What follows belongs to an exercise in optimizing a design on an open flow for small area; a production flow would make more cautious choices. For this run, only the layout was checked, not whether the RTL still works. Power figures rest on the tool's default switching activity, not on a simulated workload.

==> flow/design.v <==
`timescale 1ns / 1ps
module i2c_regs (
	input  wire        clk,
	input  wire        rst_n,               
	input  wire        scl_i,
	output wire        scl_o,
	output wire        scl_t,
	input  wire        sda_i,
	output wire        sda_o,
	output wire        sda_t,
	input  wire        pll_lock,
	input  wire        second_pll_lock,
	input  wire        subg_delay_cflag,
	output wire        i2c_busy,
	output wire        i2c_addressed,
	output wire        i2c_bus_active,
	output reg         internal_rst,
	output reg         led_rst,
	output reg  [7:0]  ufl_p7_sel,
	output reg  [7:0]  ufl_p8_sel,
	output reg         subg_rx_invert,
	output reg         wifi_rx_invert,
	output reg         subg_sync_check_enable,
	output reg         wifi_sync_check_enable,
	output reg  [15:0] spi1_test_pattern,
	output reg  [15:0] spi2_test_pattern,
	output reg  [15:0] spi3_test_pattern,
	output reg  [15:0] spi4_test_pattern,
	output reg  [3:0]  spi_test_pattern_enable,
	output reg  [31:0] tx_lvds_test_pattern,
	output reg         tx_lvds_test_pattern_enable,
	output reg         subg_delay_loadn,
	output reg         subg_delay_move,
	output reg         subg_delay_direction
);
wire rst = !rst_n;
localparam [2:0]
    B_IDLE     = 3'd0,
    B_ADDRESS  = 3'd1,
    B_READ_1A  = 3'd2,    
    B_READ_1B  = 3'd3,    
    B_READ_2   = 3'd4,
    B_WRITE_1  = 3'd5,
    B_WRITE_2A = 3'd6,    
    B_WRITE_2B = 3'd7;    
reg [2:0] b_state, b_state_next;
localparam [2:0]
    S_IDLE    = 3'd0,
    S_ADDRESS = 3'd1,
    S_ACK     = 3'd2,
    S_WRITE_1 = 3'd3,
    S_WRITE_2 = 3'd4,
    S_READ_1  = 3'd5,
    S_READ_2  = 3'd6,
    S_READ_3  = 3'd7;
reg [2:0] s_state, s_state_next;
reg [7:0] s_data, s_data_next;
reg s_data_valid, s_data_valid_next;
reg s_out_valid, s_out_valid_next;        
reg s_mode_read, s_mode_read_next;
reg [2:0] s_bit_count, s_bit_count_next;
reg s_tready, s_tready_next;              
reg [7:0] m_tdata, m_tdata_next;          
reg m_tvalid, m_tvalid_next;
reg m_tlast, m_tlast_next;
reg [3:0] scl_filter, sda_filter;
reg scl_reg, sda_reg, last_scl_reg, last_sda_reg;
reg scl_o_reg, scl_o_next, sda_o_reg, sda_o_next;
reg bus_active_reg;
reg bus_addressed_reg, bus_addressed_next;
assign scl_o = scl_o_reg;
assign scl_t = scl_o_reg;
assign sda_o = sda_o_reg;
assign sda_t = sda_o_reg;
assign i2c_bus_active = bus_active_reg;
assign i2c_addressed = bus_addressed_reg;
wire scl_posedge = scl_reg && !last_scl_reg;
wire scl_negedge = !scl_reg && last_scl_reg;
wire start_bit = !sda_reg && last_sda_reg && scl_reg;
wire stop_bit = sda_reg && !last_sda_reg && scl_reg;
reg [7:0] data_mux;                       
wire       m_tready;      
wire       rd_valid;      
wire [7:0] rd_data;
always @* begin
    s_state_next = S_IDLE;
    s_data_next = s_data;
    s_data_valid_next = s_data_valid;
    s_out_valid_next = s_out_valid;
    s_mode_read_next = s_mode_read;
    s_bit_count_next = s_bit_count;
    s_tready_next = 1'b0;
    m_tdata_next = m_tdata;
    m_tvalid_next = m_tvalid && !m_tready;
    m_tlast_next = m_tlast;
    scl_o_next = scl_o_reg;
    sda_o_next = sda_o_reg;
    bus_addressed_next = bus_addressed_reg;
    if (start_bit || stop_bit) begin
        s_data_valid_next = 1'b0;
        s_out_valid_next = 1'b0;
        if (start_bit) s_bit_count_next = 3'd7;
        m_tlast_next = 1'b1;
        m_tvalid_next = s_out_valid;
        bus_addressed_next = 1'b0;
        s_state_next = start_bit ? S_ADDRESS : S_IDLE;
    end else begin
        case (s_state)
            S_IDLE: begin
                s_data_valid_next = 1'b0;
                s_out_valid_next = 1'b0;
                bus_addressed_next = 1'b0;
                s_state_next = S_IDLE;
            end
            S_ADDRESS: begin
                if (scl_posedge) begin
                    if (s_bit_count != 0) begin
                        s_bit_count_next = s_bit_count - 1;
                        s_data_next = {s_data[6:0], sda_reg};
                        s_state_next = S_ADDRESS;
                    end else if (s_data[6:0] == 7'h10) begin
                        s_mode_read_next = sda_reg;
                        bus_addressed_next = 1'b1;
                        s_state_next = S_ACK;
                    end else begin
                        s_state_next = S_IDLE;
                    end
                end else begin
                    s_state_next = S_ADDRESS;
                end
            end
            S_ACK: begin
                if (scl_negedge) begin
                    sda_o_next = 1'b0;
                    s_bit_count_next = 3'd7;
                    if (s_mode_read) begin
                        s_tready_next = 1'b1;
                        s_data_valid_next = 1'b0;
                        s_state_next = S_READ_1;
                    end else begin
                        s_state_next = S_WRITE_1;
                    end
                end else begin
                    s_state_next = S_ACK;
                end
            end
            S_WRITE_1: begin
                if (scl_negedge || !scl_o_reg) begin
                    sda_o_next = 1'b1;
                    if (m_tvalid && !m_tready) begin
                        scl_o_next = 1'b0;
                        s_state_next = S_WRITE_1;
                    end else begin
                        scl_o_next = 1'b1;
                        if (s_data_valid) begin
                            m_tdata_next = s_data;
                            m_tlast_next = 1'b0;
                        end
                        s_data_valid_next = 1'b0;
                        s_out_valid_next = s_data_valid;
                        s_state_next = S_WRITE_2;
                    end
                end else begin
                    s_state_next = S_WRITE_1;
                end
            end
            S_WRITE_2: begin
                if (scl_posedge) begin
                    s_data_next = {s_data[6:0], sda_reg};
                    if (s_bit_count != 0) begin
                        s_bit_count_next = s_bit_count - 1;
                        s_state_next = S_WRITE_2;
                    end else begin
                        m_tvalid_next = s_out_valid;
                        s_out_valid_next = 1'b0;
                        s_data_valid_next = 1'b1;
                        s_state_next = S_ACK;
                    end
                end else begin
                    s_state_next = S_WRITE_2;
                end
            end
            S_READ_1: begin
                if (s_tready && rd_valid) begin
                    s_data_next = rd_data;
                    s_data_valid_next = 1'b1;
                end else begin
                    s_tready_next = !s_data_valid;
                end
                if (scl_negedge || !scl_o_reg) begin
                    if (!s_data_valid) begin
                        scl_o_next = 1'b0;
                        s_state_next = S_READ_1;
                    end else begin
                        scl_o_next = 1'b1;
                        {sda_o_next, s_data_next} = {s_data, 1'b0};
                        if (s_bit_count != 0) begin
                            s_bit_count_next = s_bit_count - 1;
                            s_state_next = S_READ_1;
                        end else begin
                            s_state_next = S_READ_2;
                        end
                    end
                end else begin
                    s_state_next = S_READ_1;
                end
            end
            S_READ_2: begin
                if (scl_negedge) begin
                    sda_o_next = 1'b1;
                    s_state_next = S_READ_3;
                end else begin
                    s_state_next = S_READ_2;
                end
            end
            S_READ_3: begin
                if (scl_posedge) begin
                    if (sda_reg) begin
                        s_state_next = S_IDLE;
                    end else begin
                        s_bit_count_next = 3'd7;
                        s_tready_next = 1'b1;
                        s_data_valid_next = 1'b0;
                        s_state_next = S_READ_1;
                    end
                end else begin
                    s_state_next = S_READ_3;
                end
            end
        endcase
    end
end
always @(posedge clk) begin
    s_state <= s_state_next;
    s_data <= s_data_next;
    s_data_valid <= s_data_valid_next;
    s_out_valid <= s_out_valid_next;
    s_mode_read <= s_mode_read_next;
    s_bit_count <= s_bit_count_next;
    s_tready <= s_tready_next;
    m_tdata <= (b_state == B_READ_1A) ? data_mux : m_tdata_next;
    m_tvalid <= m_tvalid_next;
    m_tlast <= m_tlast_next;
    scl_filter <= {scl_filter[2:0], scl_i};
    sda_filter <= {sda_filter[2:0], sda_i};
    if (scl_filter == 4'b1111) scl_reg <= 1'b1;
    else if (scl_filter == 4'b0000) scl_reg <= 1'b0;
    if (sda_filter == 4'b1111) sda_reg <= 1'b1;
    else if (sda_filter == 4'b0000) sda_reg <= 1'b0;
    last_scl_reg <= scl_reg;
    last_sda_reg <= sda_reg;
    scl_o_reg <= scl_o_next;
    sda_o_reg <= sda_o_next;
    if (start_bit) bus_active_reg <= 1'b1;
    else if (stop_bit) bus_active_reg <= 1'b0;
    bus_addressed_reg <= bus_addressed_next;
    if (rst) begin
        s_state <= S_IDLE;
        s_data <= 8'd0;
        s_data_valid <= 1'b0;
        s_out_valid <= 1'b0;
        s_mode_read <= 1'b0;
        s_bit_count <= 3'd0;
        s_tready <= 1'b0;
        m_tdata <= 8'd0;
        m_tvalid <= 1'b0;
        m_tlast <= 1'b0;
        scl_filter <= 4'b1111;
        sda_filter <= 4'b1111;
        scl_reg <= 1'b1;
        sda_reg <= 1'b1;
        scl_o_reg <= 1'b1;
        sda_o_reg <= 1'b1;
        last_scl_reg <= 1'b1;
        last_sda_reg <= 1'b1;
        bus_active_reg <= 1'b0;
        bus_addressed_reg <= 1'b0;
    end
end
reg b_count, b_count_next;                
reg b_last;
reg [15:0] b_addr, b_addr_next;
reg b_ready, b_ready_next;
reg b_rd_valid, b_rd_valid_next;
assign m_tready = b_ready;
assign rd_valid = b_rd_valid;
assign rd_data = m_tdata;
assign i2c_busy = b_state != B_IDLE;
wire b_take = b_ready && m_tvalid;
always @* begin
    b_state_next = B_IDLE;
    b_count_next = b_count;
    b_rd_valid_next = 1'b0;
    b_ready_next = 1'b0;
    b_addr_next = b_addr;
    case (b_state)
        B_IDLE: begin
            if (m_tvalid) begin
                b_count_next = 1'b1;
                b_state_next = B_ADDRESS;
            end else if (s_tready && !b_rd_valid) begin
                b_state_next = B_READ_1A;
            end
        end
        B_ADDRESS: begin
            b_ready_next = 1'b1;
            if (b_take) begin
                if (b_count) b_addr_next[15:8] = m_tdata;
                else b_addr_next[7:0] = m_tdata;
                b_count_next = 1'b0;
                if (m_tlast) b_state_next = B_IDLE;
                else if (!b_count) b_state_next = B_WRITE_1;
                else b_state_next = B_ADDRESS;
            end else begin
                b_state_next = B_ADDRESS;
            end
        end
        B_READ_1A: begin
            b_state_next = B_READ_1B;
        end
        B_READ_1B: begin
            b_addr_next = b_addr + 16'd1;
            b_state_next = B_READ_2;
        end
        B_READ_2: begin
            if (m_tvalid || !bus_addressed_reg) begin
                b_state_next = B_IDLE;
            end else if (s_tready && !b_rd_valid) begin
                b_rd_valid_next = 1'b1;
                b_state_next = B_IDLE;
            end else begin
                b_state_next = B_READ_2;
            end
        end
        B_WRITE_1: begin
            b_ready_next = 1'b1;
            if (b_take) begin
                b_state_next = B_WRITE_2A;
            end else begin
                b_state_next = B_WRITE_1;
            end
        end
        B_WRITE_2A: begin
            b_state_next = B_WRITE_2B;
        end
        B_WRITE_2B: begin
            b_addr_next = b_addr + 16'd1;
            b_state_next = b_last ? B_IDLE : B_WRITE_1;
        end
    endcase
end
always @(posedge clk) begin
    b_state <= b_state_next;
    b_count <= b_count_next;
    if (b_take) b_last <= m_tlast;
    b_addr <= b_addr_next;
    b_ready <= b_ready_next;
    b_rd_valid <= b_rd_valid_next;
    if (rst) begin
        b_state <= B_IDLE;
        b_count <= 1'b0;
        b_last <= 1'b0;
        b_addr <= 16'd0;
        b_ready <= 1'b0;
        b_rd_valid <= 1'b0;
    end
end
wire hi_zero = b_addr[15:5] == 11'd0;
wire [22:0] dec;
genvar gi;
generate
	for (gi = 0; gi < 23; gi = gi + 1) begin : g_dec
		assign dec[gi] = hi_zero && b_addr[4:0] == gi;
	end
endgenerate
reg [7:0] reg0, reg1, reg2;
wire wr = b_state == B_WRITE_2A;
wire [7:0] dz = m_tdata & {8{rst_n}};    
wire [7:0] dn = m_tdata | {8{rst}};      
wire [22:0] ld = {23{rst}} | ({23{wr}} & dec);
always @(posedge clk) begin
	if (ld[0]) reg0 <= dz;
	if (ld[1]) reg1 <= dz;
	if (ld[2]) reg2 <= dz;
	if (ld[4]) {led_rst, internal_rst} <= dz[1:0];
	if (ld[5]) ufl_p7_sel <= {dz[7:3], dn[2:0]};   
	if (ld[6]) ufl_p8_sel <= {dz[7:4], dn[3], dz[2:0]};   
	if (ld[7]) {wifi_sync_check_enable, subg_sync_check_enable, wifi_rx_invert, subg_rx_invert} <= dn[3:0];
	if (ld[8]) spi1_test_pattern[15:8] <= {dn[7:6], dz[5], dn[4:1], dz[0]};   
	if (ld[9]) spi1_test_pattern[7:0] <= {dn[7], dz[6], dn[5], dz[4], dn[3:2], dz[1], dn[0]};   
	if (ld[10]) spi2_test_pattern[15:8] <= {dn[7], dz[6], dn[5:1], dz[0]};   
	if (ld[11]) spi2_test_pattern[7:0] <= {dn[7:5], dz[4], dn[3:0]};   
	if (ld[12]) spi3_test_pattern[15:8] <= {dn[7], dz[6], dn[5], dz[4:3], dn[2], dz[1], dn[0]};   
	if (ld[13]) spi3_test_pattern[7:0] <= {dn[7], dz[6], dn[5], dz[4:3], dn[2], dz[1], dn[0]};   
	if (ld[14]) spi4_test_pattern[15:8] <= {dz[7], dn[6], dz[5], dn[4:3], dz[2], dn[1], dz[0]};   
	if (ld[15]) spi4_test_pattern[7:0] <= {dz[7], dn[6], dz[5], dn[4:3], dz[2], dn[1], dz[0]};   
	if (ld[16]) spi_test_pattern_enable <= dz[3:0];
	if (ld[17]) tx_lvds_test_pattern[31:24] <= {dn[7], dz[6], dn[5:0]};   
	if (ld[18]) tx_lvds_test_pattern[23:16] <= {dn[7:1], dz[0]};   
	if (ld[19]) tx_lvds_test_pattern[15:8] <= {dz[7], dn[6:0]};   
	if (ld[20]) tx_lvds_test_pattern[7:0] <= dn[7:0];   
	if (ld[21]) tx_lvds_test_pattern_enable <= dn[0];
	if (ld[22]) {subg_delay_direction, subg_delay_move, subg_delay_loadn} <= dz[2:0];
end
always @* begin
	data_mux = ({8{dec[0]}} & reg0)
	         | ({8{dec[1]}} & reg1)
	         | ({8{dec[2]}} & reg2)
	         | ({8{dec[3]}} & { 6'b0, second_pll_lock, pll_lock })
	         | ({8{dec[4]}} & { 6'b0, led_rst, internal_rst })
	         | ({8{dec[5]}} & ufl_p7_sel)
	         | ({8{dec[6]}} & ufl_p8_sel)
	         | ({8{dec[7]}} & { 4'b0, wifi_sync_check_enable, subg_sync_check_enable, wifi_rx_invert, subg_rx_invert })
	         | ({8{dec[8]}} & spi1_test_pattern[15:8])
	         | ({8{dec[9]}} & spi1_test_pattern[7:0])
	         | ({8{dec[10]}} & spi2_test_pattern[15:8])
	         | ({8{dec[11]}} & spi2_test_pattern[7:0])
	         | ({8{dec[12]}} & spi3_test_pattern[15:8])
	         | ({8{dec[13]}} & spi3_test_pattern[7:0])
	         | ({8{dec[14]}} & spi4_test_pattern[15:8])
	         | ({8{dec[15]}} & spi4_test_pattern[7:0])
	         | ({8{dec[16]}} & { 4'b0, spi_test_pattern_enable })
	         | ({8{dec[17]}} & tx_lvds_test_pattern[31:24])
	         | ({8{dec[18]}} & tx_lvds_test_pattern[23:16])
	         | ({8{dec[19]}} & tx_lvds_test_pattern[15:8])
	         | ({8{dec[20]}} & tx_lvds_test_pattern[7:0])
	         | ({8{dec[21]}} & {7'b0, tx_lvds_test_pattern_enable})
	         | ({8{dec[22]}} & {4'b0, subg_delay_cflag, subg_delay_direction, subg_delay_move, subg_delay_loadn})
	         | {8{~|dec}};
end
endmodule
==> flow/flow/run.sh <==
#!/bin/bash
# Own layout flow: the standard synthesis, unchanged; then the
# combinational logic between the registers is re-mapped for area with ABC
# (registers, their names and cell types are kept; the new netlist is
# proven combinationally equivalent to the standard one with Yosys before it
# is used); then the standard ORFS layout with small port buffers and a
# clock tree with larger sink clusters and no dummy loads.
# Each tool's full output goes to a log file of its own in this folder.
set -euo pipefail
WORK=$(pwd)
FLOWDIR=$WORK/flow
YOSYS=$(command -v yosys || echo /OpenROAD-flow-scripts/tools/install/yosys/bin/yosys)
LIB=$FLOW_HOME/platforms/sky130hd/lib/sky130_fd_sc_hd__tt_025C_1v80.lib
RES=$WORK/orfs/results/$FLOW_PLATFORM/i2c_regs/base
source $FLOWDIR/knobs.sh

# 1. standard synthesis
bash standard.sh synth > log_1_synth.log 2>&1

# 2. area re-mapping of the combinational logic
cp $RES/1_2_yosys.v $WORK/std_synth.v
sed -e "s#@LIB@#$LIB#g" -e "s#@IN@#$WORK/std_synth.v#g" -e "s#@OUT@#$WORK/remap.v#g" \
    -e "s#@ABC@#$FLOWDIR/remap.abc#g" $FLOWDIR/remap.ys > $WORK/remap_run.ys
sed -e "s#@LIB@#$LIB#g" -e "s#@A@#$WORK/std_synth.v#g" -e "s#@B@#$WORK/remap.v#g" \
    $FLOWDIR/cec.ys > $WORK/cec_run.ys
if timeout 2400 $YOSYS -s $WORK/remap_run.ys > log_2_remap.log 2>&1 \
   && timeout 1200 $YOSYS -s $WORK/cec_run.ys > log_3_cec.log 2>&1; then
  echo "remapped netlist proven equivalent; using it" > remap_status.txt
  cp $WORK/remap.v $RES/1_2_yosys.v
  rm -f $RES/1_synth.odb
else
  echo "remap failed or not proven; keeping the standard netlist" > remap_status.txt
fi

# 3. layout
bash standard.sh "${KNOBS[@]}" finish > log_4_layout.log 2>&1
==> flow/flow/cec.ys <==
# Combinational equivalence of the re-mapped netlist with the standard one,
# with the flip-flops (same names in both) as cut points.
read_liberty -ignore_miss_func @LIB@
read_verilog @A@
rename i2c_regs gold
read_verilog @B@
rename i2c_regs gate
hierarchy -check
flatten -noscopeinfo
opt_clean
rename -hide w:_*
equiv_make gold gate equiv
hierarchy -top equiv
equiv_simple
equiv_status -assert
==> flow/flow/knobs.sh <==
KNOBS=(
  "BUFFER_PORTS_ARGS=-buffer_cell sky130_fd_sc_hd__buf_1"
  "CTS_ARGS=-sink_clustering_enable -repair_clock_nets -buf_list sky130_fd_sc_hd__clkbuf_8 -dont_use_dummy_load -sink_clustering_size 16 -sink_clustering_max_diameter 60"
)
==> flow/flow/remap.abc <==
strash
&get -n
&deepsyn -T 120
&put
&get -n
&dch -f
&nf -p -R 1000
&put
topo
==> flow/flow/remap.ys <==
# Re-map the combinational cells of the standard synthesis for area.
# Flip-flop cells are black boxes, so they keep their instance names and types.
read_liberty -ignore_miss_func @LIB@
read_verilog @IN@
hierarchy -top i2c_regs
blackbox sky130_fd_sc_hd__dfxtp_1 sky130_fd_sc_hd__dfxtp_2 sky130_fd_sc_hd__dfxtp_4 sky130_fd_sc_hd__edfxtp_1 sky130_fd_sc_hd__dfrtp_1 sky130_fd_sc_hd__dfstp_1 sky130_fd_sc_hd__dfxbp_1 sky130_fd_sc_hd__sdfxtp_1
flatten -noscopeinfo
rename -hide w:*.*
opt_clean -purge
# library cells back to black boxes with port directions for the mapped netlist
delete =sky130_fd_sc_hd__*
read_liberty -lib -ignore_miss_func @LIB@
hierarchy -top i2c_regs
abc -liberty @LIB@ -dont_use sky130_fd_sc_hd__probe_p_8 -dont_use sky130_fd_sc_hd__probec_p_8 -dont_use *lpflow* -script @ABC@ -D 10000
splitnets
opt_clean -purge
hilomap -singleton -hicell sky130_fd_sc_hd__conb_1 HI -locell sky130_fd_sc_hd__conb_1 LO
insbuf -buf sky130_fd_sc_hd__buf_4 A X
check -assert
tee -o remap_stat.txt stat -liberty @LIB@
write_verilog -noattr -nohex -nodec @OUT@
==> flow/standard.sh <==
#!/bin/bash
# synth_recipe.tcl (not shown) runs the flow's synth.tcl, then flattens the netlist and writes it again
# the make line also repeats each setting of config.mk as NAME=value (left out here)
make -C /OpenROAD-flow-scripts/flow DESIGN_CONFIG=/design/flow/config.mk WORK_HOME=/design/flow/orfs CLKGATE_MAP_FILE= SYNTH_SCRIPT=/design/flow/synth_recipe.tcl "${@:-finish}"
==> flow/config.mk <==
export PLATFORM = sky130hd
export DESIGN_NAME = i2c_regs
export DESIGN_NICKNAME = i2c_regs
export VERILOG_FILES = /design/flow/design.v
export SDC_FILE = /design/flow/constraint.sdc
export NUM_CORES = 4
export LEC_CHECK = 0
export CAP_MARGIN = 20
export CORE_MARGIN = 2
export CORE_UTILIZATION = 40
export SLEW_MARGIN = 20
==> flow/constraint.sdc <==
create_clock -name core_clock -period 10.0 [get_ports {clk}]
set_input_delay 2.0000 -clock core_clock [delete_from_list [all_inputs] [get_ports {clk}]]
set_output_delay 2.0000 -clock core_clock [all_outputs]
set_load 0.01 [all_outputs]
==> results_tabular.tex <==
\begin{tabular}{lr}
\hline
Metric & Value \\
\hline
\multicolumn{2}{l}{\textbf{Finish}} \\
Layout overhead on the synthesized area & 15.0\% \\
Register with the most flip-flops & tx\_lvds\_test\_pattern \\
Share of final-layout standard cells stronger than drive strength 1 & 4.75\% \\
Ant diodes & 0 \\
Flip-flop count of the largest register, all copies and words added & 32 \\
Number of nets in the finished design & between 800 and 900 \\
\multicolumn{2}{l}{\textbf{Placed design}} \\
Post-detail-place hpwl & between 15 and 20 mm \\
Post-placement setup slack & between 5000 and 6000 ps \\
Gp weighted congestion & roughly 0.90 \\
Port buffer count & between 100 and 150 \\
\multicolumn{2}{l}{\textbf{Setup path}} \\
Family with the most delay on the worst path & simple AND/OR/NAND/NOR gates \\
Critical Path End Type & flop \\
Critical path class & primary input to flop \\
Cell type of the slowest stage on the worst timing path & sky130\_fd\_sc\_hd\_\_nor3\_1 \\
Library cell appearing most often on the critical path & sky130\_fd\_sc\_hd\_\_nand2\_1 \\
CP Cell Sequence & clkbuf\_2 > and2\_0 > o21ai\_0 > nor3\_1 > nor3b\_1 > nand2\_1 > nand2\_1 \\
Critical Path AT & between 3000 and 4000 ps \\
Count of buffering cells on the critical path with inverters included & 1 \\
CP startpoint kind & primary input \\
Maximum fanout count along the critical path & 9 \\
CP peak stage delay & 870 ps \\
Required time of the worst setup path & about 10000 ps \\
\multicolumn{2}{l}{\textbf{Clocking}} \\
Insertion delay of the later-clocked pin in the worst-skew pair & 490 ps \\
H-tree depth reported by CTS & 1 \\
Number of buffers added by the clock tree synthesis step & 18 \\
Largest buffer count on any clock path & 3 \\
CTS Root Cell & sky130\_fd\_sc\_hd\_\_clkbuf\_8 \\
Total number of clock tree sinks & about 220 \\
Clock tree from TritonCTS & yes \\
Clock slew at reported path FFs & around 100 ps \\
Post-CTS sizing & 0 \\
Cts hold-fix bufs & 0 \\
Setup Buffers After CTS & 0 \\
\multicolumn{2}{l}{\textbf{GRT}} \\
Pin count of the biggest net entering global routing & 73 \\
Layer with the highest usage & met2 \\
Global routing usage summed across all routing layers & a little under a quarter \\
Global Route met2 Usage & between 30 and 40\% \\
Wire length of the first global-routing pass & 37.7 mm \\
Grt ovf & 0 \\
Met1 usage in global routing & 32.8\% \\
Number of antenna violations at the first check in global routing & 0 \\
Number of global-route vias before repair & between 6000 and 7000 \\
Global-route track usage on met3 & 4.21\% \\
\multicolumn{2}{l}{\textbf{Logic synthesis}} \\
Netlist Area Pre-Place & roughly 0.0085 mm² \\
Count of yosys warnings during synthesis & 1 \\
Mean area per synthesized cell & approximately 13 µm² \\
Count of mapped cells out of synthesis & 667 \\
Post-synth net total & roughly 670 \\
\multicolumn{2}{l}{\textbf{Detailed routing}} \\
Detailed-routing iteration count for the pre-antenna-repair pass & 6 \\
Number of vias per cell & 5.91 \\
Routed wirelength normalized by instance count & between 20 and 25 µm \\
Final antenna-violating net count & 0 \\
Via count & 6600 \\
DRC violation total after the first TritonRoute iteration & between 700 and 800 \\
Total wire length after detailed routing & approximately 26 mm \\
Count of unresolved DRC violations after routing & 0 \\
\multicolumn{2}{l}{\textbf{Status}} \\
Run status & timing/DRC/antenna clean \\
\multicolumn{2}{l}{\textbf{Floorplanning}} \\
Horiz. Die Dim & around 150 µm \\
Vertical die dimension & between 100 and 150 µm \\
Std-Cell Core Area & $\sim$0.021 mm² \\
Die footprint & $\sim$0.022 mm² \\
Starting utilization of the core area & between 40\% and 50\% \\
Num rows & 53 \\
Num ports & 140 \\
\multicolumn{2}{l}{\textbf{Power and ir drop}} \\
Pwr Density & 155 mW/mm² \\
IR Drop Worst-Case VDD & about 79 µV \\
Leak & approximately 0.0033 µW \\
\multicolumn{2}{l}{\textbf{STA}} \\
Slew at the pin with the worst max-slew slack & 1090 ps \\
Setup violation total in the final timing report & 0 \\
Clock period minus final worst setup slack & 3520 ps \\
Highest attainable clock frequency & 284 MHz \\
Setup repair after global routing missed its margin & no \\
Final period utilization & about a third \\
Hold Vio Cnt, Final & 0 \\
PnR worst setup slack & between 6000 and 7000 ps \\
Post-route clock skew & around 62 ps \\
Final worst hold slack & 404 ps \\
Total count of max-transition violations in the final report & 0 \\
Slew Limit Headroom & a little over a quarter \\
Total Neg Setup Slack & 0 ps \\
\multicolumn{2}{l}{\textbf{Min path}} \\
Type of the most critical hold path & flop to flop \\
\multicolumn{2}{l}{\textbf{Run}} \\
Max cap viols & 0 \\
\hline
\end{tabular}
## where the power goes
part           switching, µW  leakage [µW]  internal (µW)
logic                   52.0       0.00113           18.7
registers               19.4       0.00205            989
clock network            268      0.000129            162
## worst paths after layout
path,startpoint,endpoint,slack (ps),cells past startpoint
max,rst_n,s_data[0],6480,7
min,sda_filter[3],sda_reg,400,2
max reg2reg,b_state[0],b_addr[15],6600,12
min reg2reg,sda_filter[3],sda_reg,400,2
## placed cells by master (no fill, tap or decap), drive strengths merged, types with 3 or more instances in the layout
cell type / n
clkinv: 15
a21boi: 3
nor2b: 16
nor3: 11
nand2b: 26
o21ai: 43
nand2: 70
o22ai: 9
nor4: 11
edfxtp: 150
a31oi: 4
a22oi: 26
buf: 158
o2111ai: 3
nor2: 43
and3: 8
a22o: 13
o32ai: 12
a222oi: 9
a21oi: 24
and2: 10
clkbuf: 19
a221oi: 14
nand3: 17
or3: 5
o31ai: 12
nand3b: 4
a32oi: 5
nand4: 10
a41oi: 4
dfxtp: 67
or2: 6
## per-layer routing
layer	vias up	share of wire (%)
met3	46	9.2
li1	2968	-
met4	0	2.3
met5	-	0
met2	365	45
met1	3221	43
## stage by stage
| stage | total power, µW | cell area (µm²) | instances | util [%] |
|---|---|---|---|---|
| finish | 1510 | 9740 | 1117 | 46.6 |
| global route | 1560 | 9740 | 1117 | 46.6 |
| CTS | 1520 | 9740 | 1117 | 46.6 |
| detailed placement | 1100 | 9500 | 1099 | 45.5 |
| global placement | 1100 | 9480 | 1099 | 45.4 |
| floorplan | 1050 | 8470 | 667 | - |
## cell type report
cell class                 instances  area, µm²
multi-input combinational        433       2580
tap                              275        344
fill                            1914      11100
timing repair buffer             159        673
sequential                       217       5850
clock buffer                      18        248
inverter                          15       56.3
## worst reg2reg max path, delay by kind of cell, from the launching register on
kind	cells	cell delay [ps]
DFF	1	490
and+or+nand+nor	11	2720
AOI/OAI and AO/OA	1	120

[separate check: timing with driven ports]
The flow's constraints put no driver on any port. The routed layout listed below was extracted and timed again, unchanged, in two steps. Step 1 sets driving cells, clkbuf_16 on the clock port and buf_2 on the other inputs (assumed; they add their load-dependent delay and slew). Step 2, shift: input delay + t, output delay - t, t = (earliest + latest rising clock arrival at the registers) / 2. This alone moves slack from input paths to output paths. a / b / c = no drivers / after step 1 / after step 2; a / b = the first two.
shift t [ns]: 0.517
setup WS [ns]: 6.476 / 6.496 / 5.979
hold WS [ns]: 0.404 / 0.404 / 0.404
cell pins on the clock port's net: 1
After both steps setup and hold are still met in this run. For this run, drivers alone change the setup slack by +0.020 ns; drivers and shift together by -0.497 ns.
